What follows belongs to an exercise in optimizing a design on an open flow for small area, a short achievable clock period and few clock cycles; a production flow would make more cautious choices. Function was not checked in any run shown here: the RTL went through the layout flow alone.

## run.sh

```bash
#!/bin/bash
# synth_recipe.tcl (not shown) runs the flow's synth.tcl, then flattens the netlist and writes it again
# the make line also repeats each setting of config.mk as NAME=value (left out here)
make -C /OpenROAD-flow-scripts/flow DESIGN_CONFIG=/design/flow/config.mk WORK_HOME=/design/flow/orfs CLKGATE_MAP_FILE= SYNTH_SCRIPT=/design/flow/synth_recipe.tcl finish
```

## config.mk

```make
export PLATFORM = sky130hd
export DESIGN_NAME = matmul
export DESIGN_NICKNAME = matmul
export VERILOG_FILES = /design/flow/design.v
export SDC_FILE = /design/flow/constraint.sdc
export NUM_CORES = 4
export LEC_CHECK = 0
export ABC_CLOCK_PERIOD_IN_PS = 3000
export CAP_MARGIN = 20
export CORE_MARGIN = 2
export CORE_UTILIZATION = 40
export PLACE_DENSITY = 0.6
export SETUP_SLACK_MARGIN = 5
export SLEW_MARGIN = 20
```

## constraint.sdc

```tcl
create_clock -name core_clock -period 10.0 [get_ports {clk}]
set_input_delay 2.0000 -clock core_clock [delete_from_list [all_inputs] [get_ports {clk}]]
set_output_delay 2.0000 -clock core_clock [all_outputs]
set_load 0.01 [all_outputs]
```

## design.v

```verilog
module matmul
#(
    parameter DIM_BITS = 16,
    parameter MEM_AW = 16,
    parameter MEM_DW = 32,
    parameter PREC = 16)
(
    input [MEM_AW-1:0] aBASE,
    input [DIM_BITS-1:0] aCOLS,
    input [DIM_BITS-1:0] aROWS,
    input [DIM_BITS-1:0] aSTRIDE,
    input [MEM_AW-1:0] bBASE,
    input [DIM_BITS-1:0] bCOLS,
    input [DIM_BITS-1:0] bSTRIDE,
    input [MEM_AW-1:0] cBASE,
    input [DIM_BITS-1:0] cSTRIDE,
    input clk,
    input go,
    input [MEM_DW-1:0] mem_rdata,
    input rst_n,
    output reg [MEM_AW-1:0] mem_addr,
    output reg mem_req,
    output [MEM_DW-1:0] mem_wdata,
    output reg mem_write,
    output reg ret
);
localparam S_IDLE = 2'd0;
localparam S_RD   = 2'd1;
localparam S_GAP  = 2'd2;
localparam S_WR   = 2'd3;
localparam K_A0 = 2'd0;
localparam K_B0 = 2'd1;
localparam K_B1 = 2'd2;
localparam K_A1 = 2'd3;
reg [1:0] st;
reg [1:0] ph;           
reg       gcnt;         
reg       kfirst;       
reg       wpend;        
reg       zero;         
reg       shortk;       
reg       w_r1, w_c1;   
reg       w_nrow;       
reg       w_done;       
reg [15:0] krem, jrem, irem;
reg [15:0] a_row, a_ptr, b_col, b_ptr, c_row, c_ptr;
reg       q_v, d1_v, d2_v;
reg       q_f, d1_f, d2_f;
reg [1:0] q_k, d1_k, d2_k;
reg [15:0] ha0, ha1, hb0, hb1;
reg m_v, m_f, m_x, m_y, pend;
reg [31:0] ps, pc;       
wire [31:0] ms, mc;
wire [15:0] mx = (m_v & ~zero) ? (m_x ? ha1 : ha0) : 16'd0;
wire [15:0] my = m_y ? hb1 : hb0;
matmul_csmul u_mul (.x(mx), .y(my), .s(ms), .c(mc));
wire [31:0] acc_a = p_f ? 32'd0 : acc0;
wire [31:0] acc_s = acc_a ^ ps ^ pc;
wire [31:0] acc_c = ((acc_a & ps) | (acc_a & pc) | (ps & pc));
reg p_f;
reg [31:0] acc0, acc1, acc2, acc3;
assign mem_wdata = acc3;
wire klast = (krem[15:1] == 15'd0);
wire jlast = (jrem[15:2] == 14'd0) && (jrem[1:0] != 2'd3);
wire ilast = (irem[15:2] == 14'd0) && (irem[1:0] != 2'd3);
wire [15:0] a_step2 = {aSTRIDE[14:0], 1'b0};
wire [15:0] c_step2 = {cSTRIDE[14:0], 1'b0};
reg [1:0]  st_n, ph_n, q_k_n;
reg        mem_req_n, ret_n, q_v_n, q_f_n, mem_write_n;
reg        gcnt_n, kfirst_n, wpend_n, zero_n, shortk_n;
reg        w_r1_n, w_c1_n, w_nrow_n, w_done_n;
reg [15:0] mem_addr_n, krem_n, jrem_n, irem_n;
reg [15:0] a_row_n, a_ptr_n, b_col_n, b_ptr_n, c_row_n, c_ptr_n;
always @* begin
    st_n = st;
    ph_n = ph;
    gcnt_n = gcnt;
    kfirst_n = kfirst;
    wpend_n = wpend;
    zero_n = zero;
    shortk_n = shortk;
    w_r1_n = w_r1;
    w_c1_n = w_c1;
    w_nrow_n = w_nrow;
    w_done_n = w_done;
    krem_n = krem;
    jrem_n = jrem;
    irem_n = irem;
    a_row_n = a_row;
    a_ptr_n = a_ptr;
    b_col_n = b_col;
    b_ptr_n = b_ptr;
    c_row_n = c_row;
    c_ptr_n = c_ptr;
    mem_addr_n = mem_addr;
    mem_write_n = mem_write;
    mem_req_n = 1'b0;
    ret_n = 1'b0;
    q_v_n = 1'b0;
    q_f_n = kfirst;
    q_k_n = ph;
    case (st)
        S_IDLE: begin
            if (go) begin
                krem_n = aCOLS;
                jrem_n = bCOLS;
                irem_n = aROWS;
                a_row_n = aBASE;
                a_ptr_n = aBASE;
                b_col_n = bBASE;
                b_ptr_n = bBASE;
                c_row_n = cBASE;
                c_ptr_n = cBASE;
                kfirst_n = 1'b1;
                wpend_n = 1'b0;
                zero_n = (aCOLS == 16'd0);
                shortk_n = (aCOLS[15:1] == 15'd0);
                if (aROWS == 16'd0 || bCOLS == 16'd0) begin
                    st_n = S_WR;
                    ph_n = 2'd3;
                    w_r1_n = 1'b1;
                    w_c1_n = 1'b1;
                    w_done_n = 1'b1;
                end
                else begin
                    st_n = S_RD;
                    ph_n = 2'd0;
                end
            end
        end
        S_RD: begin
            mem_req_n = 1'b1;
            mem_write_n = 1'b0;
            q_v_n = 1'b1;
            case (ph)
                2'd0: begin
                    mem_addr_n = a_ptr;
                    ph_n = 2'd1;
                end
                2'd1: begin
                    mem_addr_n = b_ptr;
                    ph_n = 2'd2;
                    if (wpend) begin
                        st_n = S_WR;
                        ph_n = 2'd0;
                        wpend_n = 1'b0;
                    end
                end
                2'd2: begin
                    mem_addr_n = b_ptr + 16'd1;
                    ph_n = 2'd3;
                end
                2'd3: begin
                    mem_addr_n = a_ptr + aSTRIDE;
                    ph_n = 2'd0;
                    if (!klast) begin
                        krem_n = krem - 16'd1;
                        kfirst_n = 1'b0;
                        a_ptr_n = a_ptr + 16'd1;
                        b_ptr_n = b_ptr + bSTRIDE;
                    end
                    else begin
                        kfirst_n = 1'b1;
                        krem_n = aCOLS;
                        w_r1_n = (irem[15:1] == 15'd0);
                        w_c1_n = (jrem[15:1] == 15'd0);
                        w_nrow_n = jlast;
                        w_done_n = jlast & ilast;
                        if (!jlast) begin
                            a_ptr_n = a_row;
                            b_col_n = b_col + 16'd2;
                            b_ptr_n = b_col + 16'd2;
                            jrem_n = jrem - 16'd2;
                        end
                        else begin
                            a_row_n = a_row + a_step2;
                            a_ptr_n = a_row + a_step2;
                            b_col_n = bBASE;
                            b_ptr_n = bBASE;
                            jrem_n = bCOLS;
                            irem_n = irem - 16'd2;
                        end
                        if ((jlast & ilast) | shortk) begin
                            st_n = S_GAP;
                            gcnt_n = 1'b0;
                        end
                        else begin
                            wpend_n = 1'b1;
                        end
                    end
                end
            endcase
        end
        S_GAP: begin
            gcnt_n = 1'b1;
            if (gcnt) begin
                st_n = S_WR;
                ph_n = 2'd0;
            end
        end
        S_WR: begin
            mem_write_n = 1'b1;
            case (ph)
                2'd0: begin
                    mem_addr_n = c_ptr;
                    mem_req_n = 1'b1;
                    ph_n = 2'd1;
                end
                2'd1: begin
                    mem_addr_n = c_ptr + 16'd1;
                    mem_req_n = ~w_c1;
                    ph_n = 2'd2;
                end
                2'd2: begin
                    mem_addr_n = c_ptr + cSTRIDE;
                    mem_req_n = ~w_r1;
                    ph_n = 2'd3;
                end
                2'd3: begin
                    mem_addr_n = mem_addr + 16'd1;
                    mem_req_n = ~w_r1 & ~w_c1;
                    if (w_nrow) begin
                        c_row_n = c_row + c_step2;
                        c_ptr_n = c_row + c_step2;
                    end
                    else begin
                        c_ptr_n = c_ptr + 16'd2;
                    end
                    if (w_done) begin
                        st_n = S_IDLE;
                        ret_n = 1'b1;
                    end
                    else begin
                        st_n = S_RD;
                        ph_n = shortk ? 2'd0 : 2'd2;
                    end
                end
            endcase
        end
    endcase
end
always @(posedge clk or negedge rst_n) begin
    if (~rst_n) begin
        st <= S_IDLE;
        mem_req <= 1'b0;
        ret <= 1'b0;
        q_v <= 1'b0;
        d1_v <= 1'b0;
        d2_v <= 1'b0;
        m_v <= 1'b0;
        pend <= 1'b0;
    end
    else begin
        st <= st_n;
        mem_req <= mem_req_n;
        ret <= ret_n;
        q_v <= q_v_n;
        d1_v <= q_v;
        d2_v <= d1_v;
        m_v <= pend | (d2_v && d2_k != K_A0);
        pend <= ~pend & d2_v & (d2_k == K_A1);
    end
end
always @(posedge clk) begin
    ph <= ph_n;
    gcnt <= gcnt_n;
    kfirst <= kfirst_n;
    wpend <= wpend_n;
    zero <= zero_n;
    shortk <= shortk_n;
    w_r1 <= w_r1_n;
    w_c1 <= w_c1_n;
    w_nrow <= w_nrow_n;
    w_done <= w_done_n;
    krem <= krem_n;
    jrem <= jrem_n;
    irem <= irem_n;
    a_row <= a_row_n;
    a_ptr <= a_ptr_n;
    b_col <= b_col_n;
    b_ptr <= b_ptr_n;
    c_row <= c_row_n;
    c_ptr <= c_ptr_n;
    mem_addr <= mem_addr_n;
    mem_write <= mem_write_n;
    q_f <= q_f_n;
    q_k <= q_k_n;
    if (!pend) begin
        m_f <= d2_f;
        m_x <= (d2_k == K_A1);
        m_y <= (d2_k == K_B1);
    end
    else begin
        m_x <= 1'b1;
        m_y <= 1'b1;
    end
end
always @(posedge clk) begin
    d1_f <= q_f;
    d1_k <= q_k;
    d2_f <= d1_f;
    d2_k <= d1_k;
    if (d2_v) begin
        case (d2_k)
            K_A0: ha0 <= mem_rdata[15:0];
            K_B0: hb0 <= mem_rdata[15:0];
            K_B1: hb1 <= mem_rdata[15:0];
            K_A1: ha1 <= mem_rdata[15:0];
        endcase
    end
    p_f <= m_v & m_f;
    ps <= ms;
    pc <= mc;
    acc3 <= acc_s + {acc_c[30:0], 1'b0};
    acc2 <= acc3;
    acc1 <= acc2;
    acc0 <= acc1;
end
endmodule
module matmul_csmul (
    input [15:0] x,
    input [15:0] y,
    output [31:0] s,
    output [31:0] c
);
wire one0 = y[0] ^ 1'b0;
wire two0 = (y[1] & ~y[0] & ~1'b0) | (~y[1] & y[0] & 1'b0);
wire neg0 = y[1];
wire pp0_0 = ((one0 & x[0]) | (two0 & 1'b0)) ^ neg0;
wire pp0_1 = ((one0 & x[1]) | (two0 & x[0])) ^ neg0;
wire pp0_2 = ((one0 & x[2]) | (two0 & x[1])) ^ neg0;
wire pp0_3 = ((one0 & x[3]) | (two0 & x[2])) ^ neg0;
wire pp0_4 = ((one0 & x[4]) | (two0 & x[3])) ^ neg0;
wire pp0_5 = ((one0 & x[5]) | (two0 & x[4])) ^ neg0;
wire pp0_6 = ((one0 & x[6]) | (two0 & x[5])) ^ neg0;
wire pp0_7 = ((one0 & x[7]) | (two0 & x[6])) ^ neg0;
wire pp0_8 = ((one0 & x[8]) | (two0 & x[7])) ^ neg0;
wire pp0_9 = ((one0 & x[9]) | (two0 & x[8])) ^ neg0;
wire pp0_10 = ((one0 & x[10]) | (two0 & x[9])) ^ neg0;
wire pp0_11 = ((one0 & x[11]) | (two0 & x[10])) ^ neg0;
wire pp0_12 = ((one0 & x[12]) | (two0 & x[11])) ^ neg0;
wire pp0_13 = ((one0 & x[13]) | (two0 & x[12])) ^ neg0;
wire pp0_14 = ((one0 & x[14]) | (two0 & x[13])) ^ neg0;
wire pp0_15 = ((one0 & x[15]) | (two0 & x[14])) ^ neg0;
wire pp0_16 = ((one0 & 1'b0) | (two0 & x[15])) ^ neg0;
wire nn0 = ~neg0;
wire one1 = y[2] ^ y[1];
wire two1 = (y[3] & ~y[2] & ~y[1]) | (~y[3] & y[2] & y[1]);
wire neg1 = y[3];
wire pp1_0 = ((one1 & x[0]) | (two1 & 1'b0)) ^ neg1;
wire pp1_1 = ((one1 & x[1]) | (two1 & x[0])) ^ neg1;
wire pp1_2 = ((one1 & x[2]) | (two1 & x[1])) ^ neg1;
wire pp1_3 = ((one1 & x[3]) | (two1 & x[2])) ^ neg1;
wire pp1_4 = ((one1 & x[4]) | (two1 & x[3])) ^ neg1;
wire pp1_5 = ((one1 & x[5]) | (two1 & x[4])) ^ neg1;
wire pp1_6 = ((one1 & x[6]) | (two1 & x[5])) ^ neg1;
wire pp1_7 = ((one1 & x[7]) | (two1 & x[6])) ^ neg1;
wire pp1_8 = ((one1 & x[8]) | (two1 & x[7])) ^ neg1;
wire pp1_9 = ((one1 & x[9]) | (two1 & x[8])) ^ neg1;
wire pp1_10 = ((one1 & x[10]) | (two1 & x[9])) ^ neg1;
wire pp1_11 = ((one1 & x[11]) | (two1 & x[10])) ^ neg1;
wire pp1_12 = ((one1 & x[12]) | (two1 & x[11])) ^ neg1;
wire pp1_13 = ((one1 & x[13]) | (two1 & x[12])) ^ neg1;
wire pp1_14 = ((one1 & x[14]) | (two1 & x[13])) ^ neg1;
wire pp1_15 = ((one1 & x[15]) | (two1 & x[14])) ^ neg1;
wire pp1_16 = ((one1 & 1'b0) | (two1 & x[15])) ^ neg1;
wire nn1 = ~neg1;
wire one2 = y[4] ^ y[3];
wire two2 = (y[5] & ~y[4] & ~y[3]) | (~y[5] & y[4] & y[3]);
wire neg2 = y[5];
wire pp2_0 = ((one2 & x[0]) | (two2 & 1'b0)) ^ neg2;
wire pp2_1 = ((one2 & x[1]) | (two2 & x[0])) ^ neg2;
wire pp2_2 = ((one2 & x[2]) | (two2 & x[1])) ^ neg2;
wire pp2_3 = ((one2 & x[3]) | (two2 & x[2])) ^ neg2;
wire pp2_4 = ((one2 & x[4]) | (two2 & x[3])) ^ neg2;
wire pp2_5 = ((one2 & x[5]) | (two2 & x[4])) ^ neg2;
wire pp2_6 = ((one2 & x[6]) | (two2 & x[5])) ^ neg2;
wire pp2_7 = ((one2 & x[7]) | (two2 & x[6])) ^ neg2;
wire pp2_8 = ((one2 & x[8]) | (two2 & x[7])) ^ neg2;
wire pp2_9 = ((one2 & x[9]) | (two2 & x[8])) ^ neg2;
wire pp2_10 = ((one2 & x[10]) | (two2 & x[9])) ^ neg2;
wire pp2_11 = ((one2 & x[11]) | (two2 & x[10])) ^ neg2;
wire pp2_12 = ((one2 & x[12]) | (two2 & x[11])) ^ neg2;
wire pp2_13 = ((one2 & x[13]) | (two2 & x[12])) ^ neg2;
wire pp2_14 = ((one2 & x[14]) | (two2 & x[13])) ^ neg2;
wire pp2_15 = ((one2 & x[15]) | (two2 & x[14])) ^ neg2;
wire pp2_16 = ((one2 & 1'b0) | (two2 & x[15])) ^ neg2;
wire nn2 = ~neg2;
wire one3 = y[6] ^ y[5];
wire two3 = (y[7] & ~y[6] & ~y[5]) | (~y[7] & y[6] & y[5]);
wire neg3 = y[7];
wire pp3_0 = ((one3 & x[0]) | (two3 & 1'b0)) ^ neg3;
wire pp3_1 = ((one3 & x[1]) | (two3 & x[0])) ^ neg3;
wire pp3_2 = ((one3 & x[2]) | (two3 & x[1])) ^ neg3;
wire pp3_3 = ((one3 & x[3]) | (two3 & x[2])) ^ neg3;
wire pp3_4 = ((one3 & x[4]) | (two3 & x[3])) ^ neg3;
wire pp3_5 = ((one3 & x[5]) | (two3 & x[4])) ^ neg3;
wire pp3_6 = ((one3 & x[6]) | (two3 & x[5])) ^ neg3;
wire pp3_7 = ((one3 & x[7]) | (two3 & x[6])) ^ neg3;
wire pp3_8 = ((one3 & x[8]) | (two3 & x[7])) ^ neg3;
wire pp3_9 = ((one3 & x[9]) | (two3 & x[8])) ^ neg3;
wire pp3_10 = ((one3 & x[10]) | (two3 & x[9])) ^ neg3;
wire pp3_11 = ((one3 & x[11]) | (two3 & x[10])) ^ neg3;
wire pp3_12 = ((one3 & x[12]) | (two3 & x[11])) ^ neg3;
wire pp3_13 = ((one3 & x[13]) | (two3 & x[12])) ^ neg3;
wire pp3_14 = ((one3 & x[14]) | (two3 & x[13])) ^ neg3;
wire pp3_15 = ((one3 & x[15]) | (two3 & x[14])) ^ neg3;
wire pp3_16 = ((one3 & 1'b0) | (two3 & x[15])) ^ neg3;
wire nn3 = ~neg3;
wire one4 = y[8] ^ y[7];
wire two4 = (y[9] & ~y[8] & ~y[7]) | (~y[9] & y[8] & y[7]);
wire neg4 = y[9];
wire pp4_0 = ((one4 & x[0]) | (two4 & 1'b0)) ^ neg4;
wire pp4_1 = ((one4 & x[1]) | (two4 & x[0])) ^ neg4;
wire pp4_2 = ((one4 & x[2]) | (two4 & x[1])) ^ neg4;
wire pp4_3 = ((one4 & x[3]) | (two4 & x[2])) ^ neg4;
wire pp4_4 = ((one4 & x[4]) | (two4 & x[3])) ^ neg4;
wire pp4_5 = ((one4 & x[5]) | (two4 & x[4])) ^ neg4;
wire pp4_6 = ((one4 & x[6]) | (two4 & x[5])) ^ neg4;
wire pp4_7 = ((one4 & x[7]) | (two4 & x[6])) ^ neg4;
wire pp4_8 = ((one4 & x[8]) | (two4 & x[7])) ^ neg4;
wire pp4_9 = ((one4 & x[9]) | (two4 & x[8])) ^ neg4;
wire pp4_10 = ((one4 & x[10]) | (two4 & x[9])) ^ neg4;
wire pp4_11 = ((one4 & x[11]) | (two4 & x[10])) ^ neg4;
wire pp4_12 = ((one4 & x[12]) | (two4 & x[11])) ^ neg4;
wire pp4_13 = ((one4 & x[13]) | (two4 & x[12])) ^ neg4;
wire pp4_14 = ((one4 & x[14]) | (two4 & x[13])) ^ neg4;
wire pp4_15 = ((one4 & x[15]) | (two4 & x[14])) ^ neg4;
wire pp4_16 = ((one4 & 1'b0) | (two4 & x[15])) ^ neg4;
wire nn4 = ~neg4;
wire one5 = y[10] ^ y[9];
wire two5 = (y[11] & ~y[10] & ~y[9]) | (~y[11] & y[10] & y[9]);
wire neg5 = y[11];
wire pp5_0 = ((one5 & x[0]) | (two5 & 1'b0)) ^ neg5;
wire pp5_1 = ((one5 & x[1]) | (two5 & x[0])) ^ neg5;
wire pp5_2 = ((one5 & x[2]) | (two5 & x[1])) ^ neg5;
wire pp5_3 = ((one5 & x[3]) | (two5 & x[2])) ^ neg5;
wire pp5_4 = ((one5 & x[4]) | (two5 & x[3])) ^ neg5;
wire pp5_5 = ((one5 & x[5]) | (two5 & x[4])) ^ neg5;
wire pp5_6 = ((one5 & x[6]) | (two5 & x[5])) ^ neg5;
wire pp5_7 = ((one5 & x[7]) | (two5 & x[6])) ^ neg5;
wire pp5_8 = ((one5 & x[8]) | (two5 & x[7])) ^ neg5;
wire pp5_9 = ((one5 & x[9]) | (two5 & x[8])) ^ neg5;
wire pp5_10 = ((one5 & x[10]) | (two5 & x[9])) ^ neg5;
wire pp5_11 = ((one5 & x[11]) | (two5 & x[10])) ^ neg5;
wire pp5_12 = ((one5 & x[12]) | (two5 & x[11])) ^ neg5;
wire pp5_13 = ((one5 & x[13]) | (two5 & x[12])) ^ neg5;
wire pp5_14 = ((one5 & x[14]) | (two5 & x[13])) ^ neg5;
wire pp5_15 = ((one5 & x[15]) | (two5 & x[14])) ^ neg5;
wire pp5_16 = ((one5 & 1'b0) | (two5 & x[15])) ^ neg5;
wire nn5 = ~neg5;
wire one6 = y[12] ^ y[11];
wire two6 = (y[13] & ~y[12] & ~y[11]) | (~y[13] & y[12] & y[11]);
wire neg6 = y[13];
wire pp6_0 = ((one6 & x[0]) | (two6 & 1'b0)) ^ neg6;
wire pp6_1 = ((one6 & x[1]) | (two6 & x[0])) ^ neg6;
wire pp6_2 = ((one6 & x[2]) | (two6 & x[1])) ^ neg6;
wire pp6_3 = ((one6 & x[3]) | (two6 & x[2])) ^ neg6;
wire pp6_4 = ((one6 & x[4]) | (two6 & x[3])) ^ neg6;
wire pp6_5 = ((one6 & x[5]) | (two6 & x[4])) ^ neg6;
wire pp6_6 = ((one6 & x[6]) | (two6 & x[5])) ^ neg6;
wire pp6_7 = ((one6 & x[7]) | (two6 & x[6])) ^ neg6;
wire pp6_8 = ((one6 & x[8]) | (two6 & x[7])) ^ neg6;
wire pp6_9 = ((one6 & x[9]) | (two6 & x[8])) ^ neg6;
wire pp6_10 = ((one6 & x[10]) | (two6 & x[9])) ^ neg6;
wire pp6_11 = ((one6 & x[11]) | (two6 & x[10])) ^ neg6;
wire pp6_12 = ((one6 & x[12]) | (two6 & x[11])) ^ neg6;
wire pp6_13 = ((one6 & x[13]) | (two6 & x[12])) ^ neg6;
wire pp6_14 = ((one6 & x[14]) | (two6 & x[13])) ^ neg6;
wire pp6_15 = ((one6 & x[15]) | (two6 & x[14])) ^ neg6;
wire pp6_16 = ((one6 & 1'b0) | (two6 & x[15])) ^ neg6;
wire nn6 = ~neg6;
wire one7 = y[14] ^ y[13];
wire two7 = (y[15] & ~y[14] & ~y[13]) | (~y[15] & y[14] & y[13]);
wire neg7 = y[15];
wire pp7_0 = ((one7 & x[0]) | (two7 & 1'b0)) ^ neg7;
wire pp7_1 = ((one7 & x[1]) | (two7 & x[0])) ^ neg7;
wire pp7_2 = ((one7 & x[2]) | (two7 & x[1])) ^ neg7;
wire pp7_3 = ((one7 & x[3]) | (two7 & x[2])) ^ neg7;
wire pp7_4 = ((one7 & x[4]) | (two7 & x[3])) ^ neg7;
wire pp7_5 = ((one7 & x[5]) | (two7 & x[4])) ^ neg7;
wire pp7_6 = ((one7 & x[6]) | (two7 & x[5])) ^ neg7;
wire pp7_7 = ((one7 & x[7]) | (two7 & x[6])) ^ neg7;
wire pp7_8 = ((one7 & x[8]) | (two7 & x[7])) ^ neg7;
wire pp7_9 = ((one7 & x[9]) | (two7 & x[8])) ^ neg7;
wire pp7_10 = ((one7 & x[10]) | (two7 & x[9])) ^ neg7;
wire pp7_11 = ((one7 & x[11]) | (two7 & x[10])) ^ neg7;
wire pp7_12 = ((one7 & x[12]) | (two7 & x[11])) ^ neg7;
wire pp7_13 = ((one7 & x[13]) | (two7 & x[12])) ^ neg7;
wire pp7_14 = ((one7 & x[14]) | (two7 & x[13])) ^ neg7;
wire pp7_15 = ((one7 & x[15]) | (two7 & x[14])) ^ neg7;
wire pp7_16 = ((one7 & 1'b0) | (two7 & x[15])) ^ neg7;
wire nn7 = ~neg7;
wire one8 = 1'b0 ^ y[15];
wire two8 = (1'b0 & ~1'b0 & ~y[15]) | (~1'b0 & 1'b0 & y[15]);
wire neg8 = 1'b0;
wire pp8_0 = ((one8 & x[0]) | (two8 & 1'b0)) ^ neg8;
wire pp8_1 = ((one8 & x[1]) | (two8 & x[0])) ^ neg8;
wire pp8_2 = ((one8 & x[2]) | (two8 & x[1])) ^ neg8;
wire pp8_3 = ((one8 & x[3]) | (two8 & x[2])) ^ neg8;
wire pp8_4 = ((one8 & x[4]) | (two8 & x[3])) ^ neg8;
wire pp8_5 = ((one8 & x[5]) | (two8 & x[4])) ^ neg8;
wire pp8_6 = ((one8 & x[6]) | (two8 & x[5])) ^ neg8;
wire pp8_7 = ((one8 & x[7]) | (two8 & x[6])) ^ neg8;
wire pp8_8 = ((one8 & x[8]) | (two8 & x[7])) ^ neg8;
wire pp8_9 = ((one8 & x[9]) | (two8 & x[8])) ^ neg8;
wire pp8_10 = ((one8 & x[10]) | (two8 & x[9])) ^ neg8;
wire pp8_11 = ((one8 & x[11]) | (two8 & x[10])) ^ neg8;
wire pp8_12 = ((one8 & x[12]) | (two8 & x[11])) ^ neg8;
wire pp8_13 = ((one8 & x[13]) | (two8 & x[12])) ^ neg8;
wire pp8_14 = ((one8 & x[14]) | (two8 & x[13])) ^ neg8;
wire pp8_15 = ((one8 & x[15]) | (two8 & x[14])) ^ neg8;
wire s1 = nn0 ^ pp1_15;
wire c2 = nn0 & pp1_15;
wire s3 = pp1_16 ^ pp2_14;
wire c4 = pp1_16 & pp2_14;
wire s5 = pp0_10 ^ pp1_8;
wire c6 = pp0_10 & pp1_8;
wire s7 = pp0_11 ^ pp1_9;
wire c8 = pp0_11 & pp1_9;
wire s9 = pp0_12 ^ pp1_10 ^ pp2_8;
wire c10 = (pp0_12 & pp1_10) | (pp0_12 & pp2_8) | (pp1_10 & pp2_8);
wire s11 = pp3_6 ^ pp4_4;
wire c12 = pp3_6 & pp4_4;
wire s13 = pp0_13 ^ pp1_11 ^ pp2_9;
wire c14 = (pp0_13 & pp1_11) | (pp0_13 & pp2_9) | (pp1_11 & pp2_9);
wire s15 = pp3_7 ^ pp4_5;
wire c16 = pp3_7 & pp4_5;
wire s17 = pp0_14 ^ pp1_12 ^ pp2_10;
wire c18 = (pp0_14 & pp1_12) | (pp0_14 & pp2_10) | (pp1_12 & pp2_10);
wire s19 = pp3_8 ^ pp4_6 ^ pp5_4;
wire c20 = (pp3_8 & pp4_6) | (pp3_8 & pp5_4) | (pp4_6 & pp5_4);
wire s21 = pp6_2 ^ pp7_0;
wire c22 = pp6_2 & pp7_0;
wire s23 = pp0_15 ^ pp1_13 ^ pp2_11;
wire c24 = (pp0_15 & pp1_13) | (pp0_15 & pp2_11) | (pp1_13 & pp2_11);
wire s25 = pp3_9 ^ pp4_7 ^ pp5_5;
wire c26 = (pp3_9 & pp4_7) | (pp3_9 & pp5_5) | (pp4_7 & pp5_5);
wire s27 = pp6_3 ^ pp7_1;
wire c28 = pp6_3 & pp7_1;
wire s29 = pp0_16 ^ pp1_14 ^ pp2_12;
wire c30 = (pp0_16 & pp1_14) | (pp0_16 & pp2_12) | (pp1_14 & pp2_12);
wire s31 = pp3_10 ^ pp4_8 ^ pp5_6;
wire c32 = (pp3_10 & pp4_8) | (pp3_10 & pp5_6) | (pp4_8 & pp5_6);
wire s33 = pp6_4 ^ pp7_2 ^ pp8_0;
wire c34 = (pp6_4 & pp7_2) | (pp6_4 & pp8_0) | (pp7_2 & pp8_0);
wire s35 = pp2_13 ^ pp3_11 ^ pp4_9;
wire c36 = (pp2_13 & pp3_11) | (pp2_13 & pp4_9) | (pp3_11 & pp4_9);
wire s37 = pp5_7 ^ pp6_5 ^ pp7_3;
wire c38 = (pp5_7 & pp6_5) | (pp5_7 & pp7_3) | (pp6_5 & pp7_3);
wire s39 = pp8_1 ^ 1'b1 ^ s1;
wire c40 = (pp8_1 & 1'b1) | (pp8_1 & s1) | (1'b1 & s1);
wire s41 = pp3_12 ^ pp4_10 ^ pp5_8;
wire c42 = (pp3_12 & pp4_10) | (pp3_12 & pp5_8) | (pp4_10 & pp5_8);
wire s43 = pp6_6 ^ pp7_4 ^ pp8_2;
wire c44 = (pp6_6 & pp7_4) | (pp6_6 & pp8_2) | (pp7_4 & pp8_2);
wire s45 = 1'b1 ^ s3 ^ c2;
wire c46 = (1'b1 & s3) | (1'b1 & c2) | (s3 & c2);
wire s47 = nn1 ^ pp2_15 ^ pp3_13;
wire c48 = (nn1 & pp2_15) | (nn1 & pp3_13) | (pp2_15 & pp3_13);
wire s49 = pp4_11 ^ pp5_9 ^ pp6_7;
wire c50 = (pp4_11 & pp5_9) | (pp4_11 & pp6_7) | (pp5_9 & pp6_7);
wire s51 = pp7_5 ^ pp8_3 ^ c4;
wire c52 = (pp7_5 & pp8_3) | (pp7_5 & c4) | (pp8_3 & c4);
wire s53 = pp2_16 ^ pp3_14 ^ pp4_12;
wire c54 = (pp2_16 & pp3_14) | (pp2_16 & pp4_12) | (pp3_14 & pp4_12);
wire s55 = pp5_10 ^ pp6_8 ^ pp7_6;
wire c56 = (pp5_10 & pp6_8) | (pp5_10 & pp7_6) | (pp6_8 & pp7_6);
wire s57 = pp8_4 ^ 1'b1;
wire c58 = pp8_4 & 1'b1;
wire s59 = nn2 ^ pp3_15 ^ pp4_13;
wire c60 = (nn2 & pp3_15) | (nn2 & pp4_13) | (pp3_15 & pp4_13);
wire s61 = pp5_11 ^ pp6_9 ^ pp7_7;
wire c62 = (pp5_11 & pp6_9) | (pp5_11 & pp7_7) | (pp6_9 & pp7_7);
wire s63 = pp3_16 ^ pp4_14 ^ pp5_12;
wire c64 = (pp3_16 & pp4_14) | (pp3_16 & pp5_12) | (pp4_14 & pp5_12);
wire s65 = pp6_10 ^ pp7_8;
wire c66 = pp6_10 & pp7_8;
wire s67 = nn3 ^ pp4_15 ^ pp5_13;
wire c68 = (nn3 & pp4_15) | (nn3 & pp5_13) | (pp4_15 & pp5_13);
wire s69 = pp4_16 ^ pp5_14;
wire c70 = pp4_16 & pp5_14;
wire s71 = pp0_6 ^ pp1_4;
wire c72 = pp0_6 & pp1_4;
wire s73 = pp0_7 ^ pp1_5;
wire c74 = pp0_7 & pp1_5;
wire s75 = pp0_8 ^ pp1_6 ^ pp2_4;
wire c76 = (pp0_8 & pp1_6) | (pp0_8 & pp2_4) | (pp1_6 & pp2_4);
wire s77 = pp3_2 ^ pp4_0;
wire c78 = pp3_2 & pp4_0;
wire s79 = pp0_9 ^ pp1_7 ^ pp2_5;
wire c80 = (pp0_9 & pp1_7) | (pp0_9 & pp2_5) | (pp1_7 & pp2_5);
wire s81 = pp3_3 ^ pp4_1;
wire c82 = pp3_3 & pp4_1;
wire s83 = pp2_6 ^ pp3_4 ^ pp4_2;
wire c84 = (pp2_6 & pp3_4) | (pp2_6 & pp4_2) | (pp3_4 & pp4_2);
wire s85 = pp5_0 ^ neg5 ^ s5;
wire c86 = (pp5_0 & neg5) | (pp5_0 & s5) | (neg5 & s5);
wire s87 = pp2_7 ^ pp3_5 ^ pp4_3;
wire c88 = (pp2_7 & pp3_5) | (pp2_7 & pp4_3) | (pp3_5 & pp4_3);
wire s89 = pp5_1 ^ s7 ^ c6;
wire c90 = (pp5_1 & s7) | (pp5_1 & c6) | (s7 & c6);
wire s91 = pp5_2 ^ pp6_0 ^ neg6;
wire c92 = (pp5_2 & pp6_0) | (pp5_2 & neg6) | (pp6_0 & neg6);
wire s93 = s9 ^ s11 ^ c8;
wire c94 = (s9 & s11) | (s9 & c8) | (s11 & c8);
wire s95 = pp5_3 ^ pp6_1 ^ s13;
wire c96 = (pp5_3 & pp6_1) | (pp5_3 & s13) | (pp6_1 & s13);
wire s97 = s15 ^ c10 ^ c12;
wire c98 = (s15 & c10) | (s15 & c12) | (c10 & c12);
wire s99 = neg7 ^ s17 ^ s19;
wire c100 = (neg7 & s17) | (neg7 & s19) | (s17 & s19);
wire s101 = s21 ^ c14 ^ c16;
wire c102 = (s21 & c14) | (s21 & c16) | (c14 & c16);
wire s103 = s23 ^ s25 ^ s27;
wire c104 = (s23 & s25) | (s23 & s27) | (s25 & s27);
wire s105 = c18 ^ c20 ^ c22;
wire c106 = (c18 & c20) | (c18 & c22) | (c20 & c22);
wire s107 = s29 ^ s31 ^ s33;
wire c108 = (s29 & s31) | (s29 & s33) | (s31 & s33);
wire s109 = c24 ^ c26 ^ c28;
wire c110 = (c24 & c26) | (c24 & c28) | (c26 & c28);
wire s111 = s35 ^ s37 ^ s39;
wire c112 = (s35 & s37) | (s35 & s39) | (s37 & s39);
wire s113 = c30 ^ c32 ^ c34;
wire c114 = (c30 & c32) | (c30 & c34) | (c32 & c34);
wire s115 = s41 ^ s43 ^ s45;
wire c116 = (s41 & s43) | (s41 & s45) | (s43 & s45);
wire s117 = c36 ^ c38 ^ c40;
wire c118 = (c36 & c38) | (c36 & c40) | (c38 & c40);
wire s119 = s47 ^ s49 ^ s51;
wire c120 = (s47 & s49) | (s47 & s51) | (s49 & s51);
wire s121 = c42 ^ c44 ^ c46;
wire c122 = (c42 & c44) | (c42 & c46) | (c44 & c46);
wire s123 = s53 ^ s55 ^ s57;
wire c124 = (s53 & s55) | (s53 & s57) | (s55 & s57);
wire s125 = c48 ^ c50 ^ c52;
wire c126 = (c48 & c50) | (c48 & c52) | (c50 & c52);
wire s127 = pp8_5 ^ s59 ^ s61;
wire c128 = (pp8_5 & s59) | (pp8_5 & s61) | (s59 & s61);
wire s129 = c54 ^ c56 ^ c58;
wire c130 = (c54 & c56) | (c54 & c58) | (c56 & c58);
wire s131 = pp8_6 ^ 1'b1 ^ s63;
wire c132 = (pp8_6 & 1'b1) | (pp8_6 & s63) | (1'b1 & s63);
wire s133 = s65 ^ c60 ^ c62;
wire c134 = (s65 & c60) | (s65 & c62) | (c60 & c62);
wire s135 = pp6_11 ^ pp7_9 ^ pp8_7;
wire c136 = (pp6_11 & pp7_9) | (pp6_11 & pp8_7) | (pp7_9 & pp8_7);
wire s137 = s67 ^ c64 ^ c66;
wire c138 = (s67 & c64) | (s67 & c66) | (c64 & c66);
wire s139 = pp6_12 ^ pp7_10 ^ pp8_8;
wire c140 = (pp6_12 & pp7_10) | (pp6_12 & pp8_8) | (pp7_10 & pp8_8);
wire s141 = 1'b1 ^ s69 ^ c68;
wire c142 = (1'b1 & s69) | (1'b1 & c68) | (s69 & c68);
wire s143 = nn4 ^ pp5_15 ^ pp6_13;
wire c144 = (nn4 & pp5_15) | (nn4 & pp6_13) | (pp5_15 & pp6_13);
wire s145 = pp7_11 ^ pp8_9 ^ c70;
wire c146 = (pp7_11 & pp8_9) | (pp7_11 & c70) | (pp8_9 & c70);
wire s147 = pp5_16 ^ pp6_14 ^ pp7_12;
wire c148 = (pp5_16 & pp6_14) | (pp5_16 & pp7_12) | (pp6_14 & pp7_12);
wire s149 = pp8_10 ^ 1'b1;
wire c150 = pp8_10 & 1'b1;
wire s151 = nn5 ^ pp6_15 ^ pp7_13;
wire c152 = (nn5 & pp6_15) | (nn5 & pp7_13) | (pp6_15 & pp7_13);
wire s153 = pp6_16 ^ pp7_14;
wire c154 = pp6_16 & pp7_14;
wire s155 = pp0_4 ^ pp1_2;
wire c156 = pp0_4 & pp1_2;
wire s157 = pp0_5 ^ pp1_3;
wire c158 = pp0_5 & pp1_3;
wire s159 = pp2_2 ^ pp3_0 ^ neg3;
wire c160 = (pp2_2 & pp3_0) | (pp2_2 & neg3) | (pp3_0 & neg3);
wire s161 = pp2_3 ^ pp3_1 ^ s73;
wire c162 = (pp2_3 & pp3_1) | (pp2_3 & s73) | (pp3_1 & s73);
wire s163 = neg4 ^ s75 ^ s77;
wire c164 = (neg4 & s75) | (neg4 & s77) | (s75 & s77);
wire s165 = s79 ^ s81 ^ c76;
wire c166 = (s79 & s81) | (s79 & c76) | (s81 & c76);
wire s167 = s83 ^ s85 ^ c80;
wire c168 = (s83 & s85) | (s83 & c80) | (s85 & c80);
wire s169 = s87 ^ s89 ^ c84;
wire c170 = (s87 & s89) | (s87 & c84) | (s89 & c84);
wire s171 = s91 ^ s93 ^ c88;
wire c172 = (s91 & s93) | (s91 & c88) | (s93 & c88);
wire s173 = s95 ^ s97 ^ c92;
wire c174 = (s95 & s97) | (s95 & c92) | (s97 & c92);
wire s175 = s99 ^ s101 ^ c96;
wire c176 = (s99 & s101) | (s99 & c96) | (s101 & c96);
wire s177 = s103 ^ s105 ^ c100;
wire c178 = (s103 & s105) | (s103 & c100) | (s105 & c100);
wire s179 = s107 ^ s109 ^ c104;
wire c180 = (s107 & s109) | (s107 & c104) | (s109 & c104);
wire s181 = s111 ^ s113 ^ c108;
wire c182 = (s111 & s113) | (s111 & c108) | (s113 & c108);
wire s183 = s115 ^ s117 ^ c112;
wire c184 = (s115 & s117) | (s115 & c112) | (s117 & c112);
wire s185 = s119 ^ s121 ^ c116;
wire c186 = (s119 & s121) | (s119 & c116) | (s121 & c116);
wire s187 = s123 ^ s125 ^ c120;
wire c188 = (s123 & s125) | (s123 & c120) | (s125 & c120);
wire s189 = s127 ^ s129 ^ c124;
wire c190 = (s127 & s129) | (s127 & c124) | (s129 & c124);
wire s191 = s131 ^ s133 ^ c128;
wire c192 = (s131 & s133) | (s131 & c128) | (s133 & c128);
wire s193 = s135 ^ s137 ^ c132;
wire c194 = (s135 & s137) | (s135 & c132) | (s137 & c132);
wire s195 = s139 ^ s141 ^ c136;
wire c196 = (s139 & s141) | (s139 & c136) | (s141 & c136);
wire s197 = s143 ^ s145 ^ c140;
wire c198 = (s143 & s145) | (s143 & c140) | (s145 & c140);
wire s199 = s147 ^ s149 ^ c144;
wire c200 = (s147 & s149) | (s147 & c144) | (s149 & c144);
wire s201 = pp8_11 ^ s151 ^ c148;
wire c202 = (pp8_11 & s151) | (pp8_11 & c148) | (s151 & c148);
wire s203 = pp8_12 ^ 1'b1 ^ s153;
wire c204 = (pp8_12 & 1'b1) | (pp8_12 & s153) | (1'b1 & s153);
wire s205 = nn6 ^ pp7_15 ^ pp8_13;
wire c206 = (nn6 & pp7_15) | (nn6 & pp8_13) | (pp7_15 & pp8_13);
wire s207 = pp7_16 ^ pp8_14;
wire c208 = pp7_16 & pp8_14;
wire s209 = pp0_2 ^ pp1_0;
wire c210 = pp0_2 & pp1_0;
wire s211 = pp0_3 ^ pp1_1;
wire c212 = pp0_3 & pp1_1;
wire s213 = pp2_0 ^ neg2 ^ s155;
wire c214 = (pp2_0 & neg2) | (pp2_0 & s155) | (neg2 & s155);
wire s215 = pp2_1 ^ s157 ^ c156;
wire c216 = (pp2_1 & s157) | (pp2_1 & c156) | (s157 & c156);
wire s217 = s71 ^ s159 ^ c158;
wire c218 = (s71 & s159) | (s71 & c158) | (s159 & c158);
wire s219 = c72 ^ s161 ^ c160;
wire c220 = (c72 & s161) | (c72 & c160) | (s161 & c160);
wire s221 = c74 ^ s163 ^ c162;
wire c222 = (c74 & s163) | (c74 & c162) | (s163 & c162);
wire s223 = c78 ^ s165 ^ c164;
wire c224 = (c78 & s165) | (c78 & c164) | (s165 & c164);
wire s225 = c82 ^ s167 ^ c166;
wire c226 = (c82 & s167) | (c82 & c166) | (s167 & c166);
wire s227 = c86 ^ s169 ^ c168;
wire c228 = (c86 & s169) | (c86 & c168) | (s169 & c168);
wire s229 = c90 ^ s171 ^ c170;
wire c230 = (c90 & s171) | (c90 & c170) | (s171 & c170);
wire s231 = c94 ^ s173 ^ c172;
wire c232 = (c94 & s173) | (c94 & c172) | (s173 & c172);
wire s233 = c98 ^ s175 ^ c174;
wire c234 = (c98 & s175) | (c98 & c174) | (s175 & c174);
wire s235 = c102 ^ s177 ^ c176;
wire c236 = (c102 & s177) | (c102 & c176) | (s177 & c176);
wire s237 = c106 ^ s179 ^ c178;
wire c238 = (c106 & s179) | (c106 & c178) | (s179 & c178);
wire s239 = c110 ^ s181 ^ c180;
wire c240 = (c110 & s181) | (c110 & c180) | (s181 & c180);
wire s241 = c114 ^ s183 ^ c182;
wire c242 = (c114 & s183) | (c114 & c182) | (s183 & c182);
wire s243 = c118 ^ s185 ^ c184;
wire c244 = (c118 & s185) | (c118 & c184) | (s185 & c184);
wire s245 = c122 ^ s187 ^ c186;
wire c246 = (c122 & s187) | (c122 & c186) | (s187 & c186);
wire s247 = c126 ^ s189 ^ c188;
wire c248 = (c126 & s189) | (c126 & c188) | (s189 & c188);
wire s249 = c130 ^ s191 ^ c190;
wire c250 = (c130 & s191) | (c130 & c190) | (s191 & c190);
wire s251 = c134 ^ s193 ^ c192;
wire c252 = (c134 & s193) | (c134 & c192) | (s193 & c192);
wire s253 = c138 ^ s195 ^ c194;
wire c254 = (c138 & s195) | (c138 & c194) | (s195 & c194);
wire s255 = c142 ^ s197 ^ c196;
wire c256 = (c142 & s197) | (c142 & c196) | (s197 & c196);
wire s257 = c146 ^ s199 ^ c198;
wire c258 = (c146 & s199) | (c146 & c198) | (s199 & c198);
wire s259 = c150 ^ s201 ^ c200;
wire c260 = (c150 & s201) | (c150 & c200) | (s201 & c200);
wire s261 = c152 ^ s203 ^ c202;
wire c262 = (c152 & s203) | (c152 & c202) | (s203 & c202);
wire s263 = c154 ^ s205 ^ c204;
wire c264 = (c154 & s205) | (c154 & c204) | (s205 & c204);
wire s265 = 1'b1 ^ s207 ^ c206;
wire c266 = (1'b1 & s207) | (1'b1 & c206) | (s207 & c206);
wire s267 = nn7 ^ pp8_15 ^ c208;
wire c268 = (nn7 & pp8_15) | (nn7 & c208) | (pp8_15 & c208);
assign s[0] = pp0_0;
assign c[0] = neg0;
assign s[1] = pp0_1;
assign c[1] = 1'b0;
assign s[2] = neg1;
assign c[2] = s209;
assign s[3] = s211;
assign c[3] = c210;
assign s[4] = s213;
assign c[4] = c212;
assign s[5] = s215;
assign c[5] = c214;
assign s[6] = s217;
assign c[6] = c216;
assign s[7] = s219;
assign c[7] = c218;
assign s[8] = s221;
assign c[8] = c220;
assign s[9] = s223;
assign c[9] = c222;
assign s[10] = s225;
assign c[10] = c224;
assign s[11] = s227;
assign c[11] = c226;
assign s[12] = s229;
assign c[12] = c228;
assign s[13] = s231;
assign c[13] = c230;
assign s[14] = s233;
assign c[14] = c232;
assign s[15] = s235;
assign c[15] = c234;
assign s[16] = s237;
assign c[16] = c236;
assign s[17] = s239;
assign c[17] = c238;
assign s[18] = s241;
assign c[18] = c240;
assign s[19] = s243;
assign c[19] = c242;
assign s[20] = s245;
assign c[20] = c244;
assign s[21] = s247;
assign c[21] = c246;
assign s[22] = s249;
assign c[22] = c248;
assign s[23] = s251;
assign c[23] = c250;
assign s[24] = s253;
assign c[24] = c252;
assign s[25] = s255;
assign c[25] = c254;
assign s[26] = s257;
assign c[26] = c256;
assign s[27] = s259;
assign c[27] = c258;
assign s[28] = s261;
assign c[28] = c260;
assign s[29] = s263;
assign c[29] = c262;
assign s[30] = s265;
assign c[30] = c264;
assign s[31] = s267;
assign c[31] = c266;
endmodule
```

==> key figures, run 1 <==
Status
  • Status: finished clean

Timing
  • Worst slew margin: 34.0%
  • Min Hold Slack: 0.307 ns
  • Period utilization: 47.8%
  • Setup_tns: 0 ns
  • Final number of setup-violating endpoints: 0
  • Worst Skew: 0.0329 ns
  • FMAX: 209 MHz
  • Final Hold Fails: 0
  • Worst-Margin Slew: 0.986 ns
  • Tmin final: 4.78 ns
  • Slew Limit Fails: 0
  • RSZ-0062 raised after global routing: false

Yosys
  • Avg Cell Area, Syn: 9.19 µm²
  • Post-Synth XOR/XNOR Area: 5.67%
  • Yosys cell types: 87
  • Top-area cell type share of the netlist area: 23.0%
  • Post-synthesis adder-cell area fraction: 14.5%
  • Seq/Total Area, Yosys: 36.9%
  • Cell taking the most area after synthesis: edfxtp_1
  • Largest family of logic cells by synthesized area: compound AO/OA/AOI/OAI gates
  • Synth Net Count: 3817
  • Post-Syn Instances: 3360
  • Async SR Flop Fraction: 2.00%
  • Leading register cell type out of synthesis: edfxtp_1
  • Proportion of synthesized area in mux cells: 3.45%
  • Complex-gate fraction of the synthesized area: 20.2%
  • Synth Register Bits: 449
  • Simple-gate share of the synthesized area: 13.2%
  • Synth area leaders: edfxtp_1, dfxtp_1, fa_1
  • Syn. warnings: 1
  • Number of flops mapped to enable cells by yosys: 237
  • Mapped cell area: 0.0309 mm²

Detailed routing
  • Vias per cell: 5.66
  • Final wirelength: 86400 µm
  • DRC: 0
  • Routed via count: 25600
  • Routed length per instance: 19.1 µm
  • Detailed Routing Iterations Pass 1: 8
  • Iter 0 DRT Violations: 2443
  • DRT antenna net count: 0

Finish
  • Most common cell after layout, fill and taps aside: a21oi_1
  • Layout cells sized above 1: 6.91%
  • Area added between synthesis and finish: 15.4%
  • Post-route cell area: 0.0357 mm²
  • Most frequent cells in the layout: a21oi_1, nand2_1, inv_1
  • Fillers: 7276
  • Final Net Count: 3914

Global routing
  • Final global-route overflow total: 0
  • Initial antenna violation count: 4
  • GRT Total Usage: 21.7%
  • Number of global-route vias before repair: 24600
  • Largest net degree at the start of global routing: 82
  • First-pass GRT wire length: 137000 µm

Worst setup path
  • Worst setup EP type: register
  • Crit-path cells: buf_6, mux2i_2, buf_4, nand2_1, nand2_1, nand2_1, o22ai_1, a21oi_1, fa_1, inv_1, fa_1, inv_1, fa_1, inv_1, fa_1
  • Worst path required time: 10.46 ns
  • Crit Path Category: reg2reg
  • Worst Setup Start Kind: register
  • CP max stage delay: 0.55 ns
  • Crit path max fanout: 23
  • Cell repeated most along the worst path: fa_1
  • CP max stage cell: fa_1
  • CP Data Arrival Time: 5.25 ns

Clocking
  • Clk buf depth: 3
  • Worst-Skew Late Latency: 0.61 ns
  • Root buf cell: clkbuf_16
  • CTS tree: yes
  • Hold buffers post-CTS: 0
  • Clock transition at the registers of the reported paths: 0.06 ns
  • Inserted Clock Buffers: 51
  • Clock sinks: 449
  • H-tree levels: 2

Place
  • Count of input and output buffers: 213
  • GP Congestion: 0.927
  • Post-Place Cell Area: 0.0339 mm²
  • Placed wire-length estimate: 62300 µm

Floorplan
  • DIE AREA: 0.0795 mm²
  • Total I/O pin count: 230
  • Row count: 101
  • Die height: 282 µm
  • Core area: 0.0762 mm²
  • Die X: 282 µm
  • Starting Density: 40.5%

Job
  • Max cap viols: 0

Worst hold path
  • Hold crit path type: reg2reg
## worst max-delay path, delay by kind of cell, from the launching register on
kind	cells	cell delay (ns)
AO/OA/AOI/OAI	2	0.38
adder cells (fa/ha/maj)	4	2.00
buffers and inverters	5	0.71
flip-flops	1	0.32
multiplexers	1	0.50
AND/OR/NAND/NOR	3	0.71
## cell usage after synthesis (6+ instances only)
master / count
ha_1: 143
a311oi_1: 6
o21ai_1: 7
nand3_1: 84
a221oi_1: 12
buf_1: 21
clkbuf_1: 183
a21oi_1: 294
o21a_1: 15
o221ai_1: 79
xor2_1: 74
and3_1: 31
inv_1: 268
o211ai_1: 28
a22oi_1: 15
xnor2_1: 126
o21ai_0: 257
nor2_1: 200
nor2b_1: 30
a21o_1: 44
or2_2: 7
or3_1: 17
nor4_1: 27
buf_2: 11
mux2i_1: 27
o21bai_1: 8
dfrtp_1: 9
and2_1: 26
fa_1: 135
or4_1: 7
and4_1: 7
a211o_1: 8
a31oi_1: 24
nand2_1: 275
nand4_1: 24
mux2_2: 44
nand2b_1: 42
dfxtp_1: 203
o22ai_1: 100
o31ai_1: 13
nor3_1: 49
o311ai_0: 14
a211oi_1: 32
edfxtp_1: 237
mux4_2: 12
## sequential cells by signal, indices dropped and copies added (netlist names), 31 cells and up
| signal | count |
|---|---|
| acc0 | 32 |
| acc1 | 32 |
| acc2 | 32 |
| acc3 | 32 |
| pc | 31 |
| ps | 32 |
## final cells by class
type	instances	area (µm²)	area share, %
multi-input cells	2420	17800	49.8
well taps	1030	1290	3.61
clock inverters	28	226	0.635
repair buffers	260	2500	7.02
flip-flops and latches	449	11400	32.0
inverters	273	1040	2.92
repair inverters	2	10.0	0.0281
clock buffers	68	1410	3.95
diodes	2	5.00	0.0140
## per-stage QoR
step	std cells	setup WS, ns	utilization [%]
5_1_grt	4531	5.03	46.8
4_1_cts	4525	5.01	46.7
2_1_floorplan	3360	4.78	-
3_3_place_gp	4428	4.33	44.5
6_report	4532	5.22	46.8
3_5_place_dp	4428	4.30	44.5
## final timing paths
path                       slack, ns       end     start  cells past startpoint
min in group asynchronous       1.74       ret     rst_n                      1
hold / removal                  0.31  acc0[31]  acc1[31]                      0
max in group asynchronous       7.89      d1_v     rst_n                      1
setup / recovery                5.22    ps[21]       m_y                     15
setup reg to reg                5.22    ps[21]       m_y                     15
hold reg to reg                 0.31  acc0[31]  acc1[31]                      0
## kinds of logic after synthesis
logic type	after synthesis
XOR/XNOR	200
flip-flops	449
AO/OA/AOI/OAI	1005
buffers and inverters	491
adder cells (fa/ha/maj)	278
multiplexers	85
AND/OR/NAND/NOR	852
## what timing repair did
action / in CTS / in global routing
setup buffers: 0 / 3
gates cloned: 1 / 1
setup endpoints to repair: 27 / 24
hold endpoints to repair: 0 / 0
resized for setup: 11 / 15
## layer usage
metal,vias to the layer above,track usage (%),share of wire (%)
li1,12300,-,-
met4,6,7.61,3.2
met2,940,36.3,47
met1,12200,27.5,41
met3,173,4.72,8.3
met5,-,0,0.045
==> run 2: changes to the inputs <==
==> flow/run.sh (new file) <==
#!/bin/bash
set -euo pipefail
bash standard.sh SETUP_SLACK_MARGIN=6.5 finish > standard_make.log 2>&1
==> standard.sh (new file) <==
#!/bin/bash
# synth_recipe.tcl (not shown) runs the flow's synth.tcl, then flattens the netlist and writes it again
# the make line also repeats each setting of config.mk as NAME=value (left out here)
make -C /OpenROAD-flow-scripts/flow DESIGN_CONFIG=/design/flow/config.mk WORK_HOME=/design/flow/orfs CLKGATE_MAP_FILE= SYNTH_SCRIPT=/design/flow/synth_recipe.tcl "${@:-finish}"
--- a/config.mk
+++ b/config.mk
@@ -10,5 +10,4 @@
 export CORE_MARGIN = 2
 export CORE_UTILIZATION = 40
 export PLACE_DENSITY = 0.6
-export SETUP_SLACK_MARGIN = 5
 export SLEW_MARGIN = 20
removed: run.sh
==> run 2 against run 1 <==
Via count up 8.0%; critical path depth increased by 2; register-to-register slack better by 0.80 ns; count of clock-buffer cells in the layout decreased by 2; worst setup slack better by 0.80 ns; flip-flop and latch count is the same; die area did not move; first-iteration DRC count up 26%.
==> key figures, run 2 <==
Clocking
  • Inserted Clock Buffers: 52
  • Clock transition at the registers of the reported paths: 0.06 ns
  • Worst-Skew Late Latency: 0.61 ns
  • Clock sinks: 449
  • Hold buffers post-CTS: 0
  • Clk buf depth: 3
  • CTS tree: yes
  • Root buf cell: clkbuf_16
  • H-tree levels: 2

Timing
  • Final worst slack: 6.02 ns
  • Min Hold Slack: 0.309 ns
  • Worst slew margin: 38.7%
  • Worst Skew: 0.0298 ns
  • RSZ-0062 raised after global routing: true
  • Final Hold Fails: 0
  • Final number of setup-violating endpoints: 0
  • Period utilization: 39.8%
  • Worst-Margin Slew: 0.919 ns
  • Slew Limit Fails: 0
  • FMAX: 251 MHz
  • Tmin final: 3.98 ns
  • Setup_tns: 0 ns

Detailed routing
  • Vias per cell: 5.79
  • Detailed Routing Iterations Pass 1: 8
  • DRT antenna net count: 0
  • Iter 0 DRT Violations: 3067
  • Routed via count: 27700
  • Routed length per instance: 20.6 µm
  • DRC: 0
  • Final wirelength: 98500 µm

Worst hold path
  • Hold Path End: acc1[17]
  • Hold path depth: 0
  • Hold path start: acc2[17]
  • Hold crit path type: reg2reg

Worst setup path
  • Cell repeated most along the worst path: buf_6
  • Reg-to-reg setup timing slack: 6.02 ns
  • R2R cell count: 17
  • CP max stage delay: 0.50 ns
  • Worst path required time: 10.56 ns
  • Worst R2R End: ps[12]
  • Crit path max fanout: 6
  • CP delay by family, top: adder cells
  • Reg2reg start: m_y
  • Buf/Inv on CP: 9
  • Worst Setup Start Kind: register
  • CP Data Arrival Time: 4.53 ns
  • Crit Path Category: reg2reg
  • CP max stage cell: fa_2
  • Worst setup EP type: register
  • Crit-path cells: buf_12, mux2i_4, buf_8, clkinvlp_4, buf_6, nand2_8, buf_4, buf_6, buf_6, o221ai_2, a21oi_2, fa_2, inv_2, fa_1, fa_1, inv_1, fa_2

Yosys
  • Synth Net Count: 3817
  • Avg Cell Area, Syn: 9.19 µm²
  • Synth area leaders: edfxtp_1, dfxtp_1, fa_1
  • Most frequent cells after synthesis: a21oi_1, nand2_1, inv_1, o21ai_0, edfxtp_1
  • Syn. warnings: 1
  • Yosys cell types: 87
  • Top-area cell type share of the netlist area: 23.0%
  • Async SR Flop Fraction: 2.00%
  • Synth Register Bits: 449
  • Seq/Total Area, Yosys: 36.9%
  • Most frequent cell after synthesis: a21oi_1
  • Cell taking the most area after synthesis: edfxtp_1
  • Post-Syn Instances: 3360
  • Mapped cell area: 0.0309 mm²
  • Leading register cell type out of synthesis: edfxtp_1
  • Number of flops mapped to enable cells by yosys: 237

Global routing
  • Number of global-route vias before repair: 26400
  • Initial antenna violation count: 9
  • Largest net degree at the start of global routing: 83
  • GRT Total Usage: 23.9%
  • First-pass GRT wire length: 150000 µm
  • Final global-route overflow total: 0

Place
  • Count of input and output buffers: 213
  • GP Congestion: 0.919
  • Worst slack, placed: 4.60 ns
  • Placed wire-length estimate: 63000 µm
  • Post-Place Cell Area: 0.0347 mm²
  • Dpl cells: 4422

Status
  • Status: finished clean

Finish
  • Layout cells sized above 1: 23.2%
  • Area added between synthesis and finish: 33.0%
  • Post-route cell area: 0.0411 mm²
  • Non-Filler Instances: 4783
  • Most common cell after layout, fill and taps aside: inv_1
  • Final Net Count: 4164
  • Final core utilization: 53.9%
  • Most frequent cells in the layout: inv_1, nand2_1, a21oi_1

Floorplan
  • Starting Density: 40.5%
  • Row count: 101
  • Total I/O pin count: 230
  • DIE AREA: 0.0795 mm²
  • Core area: 0.0762 mm²
  • Die X: 282 µm
  • Die height: 282 µm

Job
  • Max cap viols: 0
## run 2: cell count changes in the layout (fill, tap and decap cells not counted), sizes merged, moves of 5 or more
cell           delta
clkinvlp          +5
buf             +233
clkdlybuf4s15    +10
clkdlybuf4s50    -85
mux2              +7
dlygate4sd2      +54
dlymetal6s2s      +8
bufbuf            +6
## run 2: what timing repair did
item	CTS	global route
buffers inserted	148	81
pin swaps	130	101
setup endpoints to repair	259	158
resized for setup	478	180
gates cloned	26	6
## run 2: worst max path at each step
stage	start	to	slack [ns]	cells past startpoint
finish	m_y	ps[12]	6.02	17
floorplan	go	a_row[10]	4.79	4
detailed placement	m_y	ps[21]	4.60	14
global placement	m_y	ps[21]	4.62	14
global route	m_x	ps[19]	5.91	12
CTS	m_y	ps[19]	6.00	14
## run 2: kinds of logic (layout without fill, tap and decap cells)
logic type                 after synthesis  in the layout  share of synthesized area (%)
xor gates and xnor gates               200            200                           5.67
adders and majority gates              278            278                           14.5
and+or+nand+nor                        852            857                           13.2
buffers and inverters                  491            868                           6.06
AOI/OAI and AO/OA                     1005           1005                           20.2
muxes                                   85             93                           3.45
DFF                                    449            449                           36.9
other                                    0              3                              0
## run 2: cell type report
cell class | instances | area (µm²)
Tap cell | 1030 | 1290
Fill cell | 6762 | 35100
Clock inverter | 31 | 329
Sequential cell | 449 | 11400
Multi-Input combinational cell | 2433 | 20600
Timing Repair Buffer | 491 | 4900
Antenna cell | 3 | 7.51
Timing Repair inverter | 7 | 68.8
Clock buffer | 66 | 1370
Inverter | 273 | 1130
## run 2: per-layer routing
metal  up-vias  global-route usage, %  routed length [µm]
met5         -                      0                  49
met4         8                   8.18                3870
met3       339                   4.88                8850
met2      1360                   40.1               46500
met1     13100                   30.7               39200
li1      12900                      -                   -

what the ideal ports hide:
No port has a modelled driver above. Below, the same layouts with a new extraction and two added sets of constraints.
Step 1: set_driving_cell puts a clkbuf_16 on clk and a buf_2 on each other input, an assumption about the parent block.
Step 2 adds t to the input delays and takes it off the output delays; t is the mean of the earliest and latest rising clock arrival at the registers after step 1. Input paths then give back, and output paths get back, about the clock's delay inside the block.
a / b / c = no drivers / after step 1 / after step 2; a / b = the first two.
run	t, ns	slack for setup (ns)	worst setup path at the end	worst register clock-pin slew, ns	pins driven straight from the clock port
run 1	0.668	5.220 / 5.220 / 4.584	input to register	0.06 / 0.06	1
run 2	0.671	6.022 / 6.022 / 5.492	input to register	0.07 / 0.07	1
After both steps setup and hold are still met in every run listed. For run 1, which loses most, drivers alone change the setup slack by 0.000 ns; drivers and shift together by -0.636 ns.
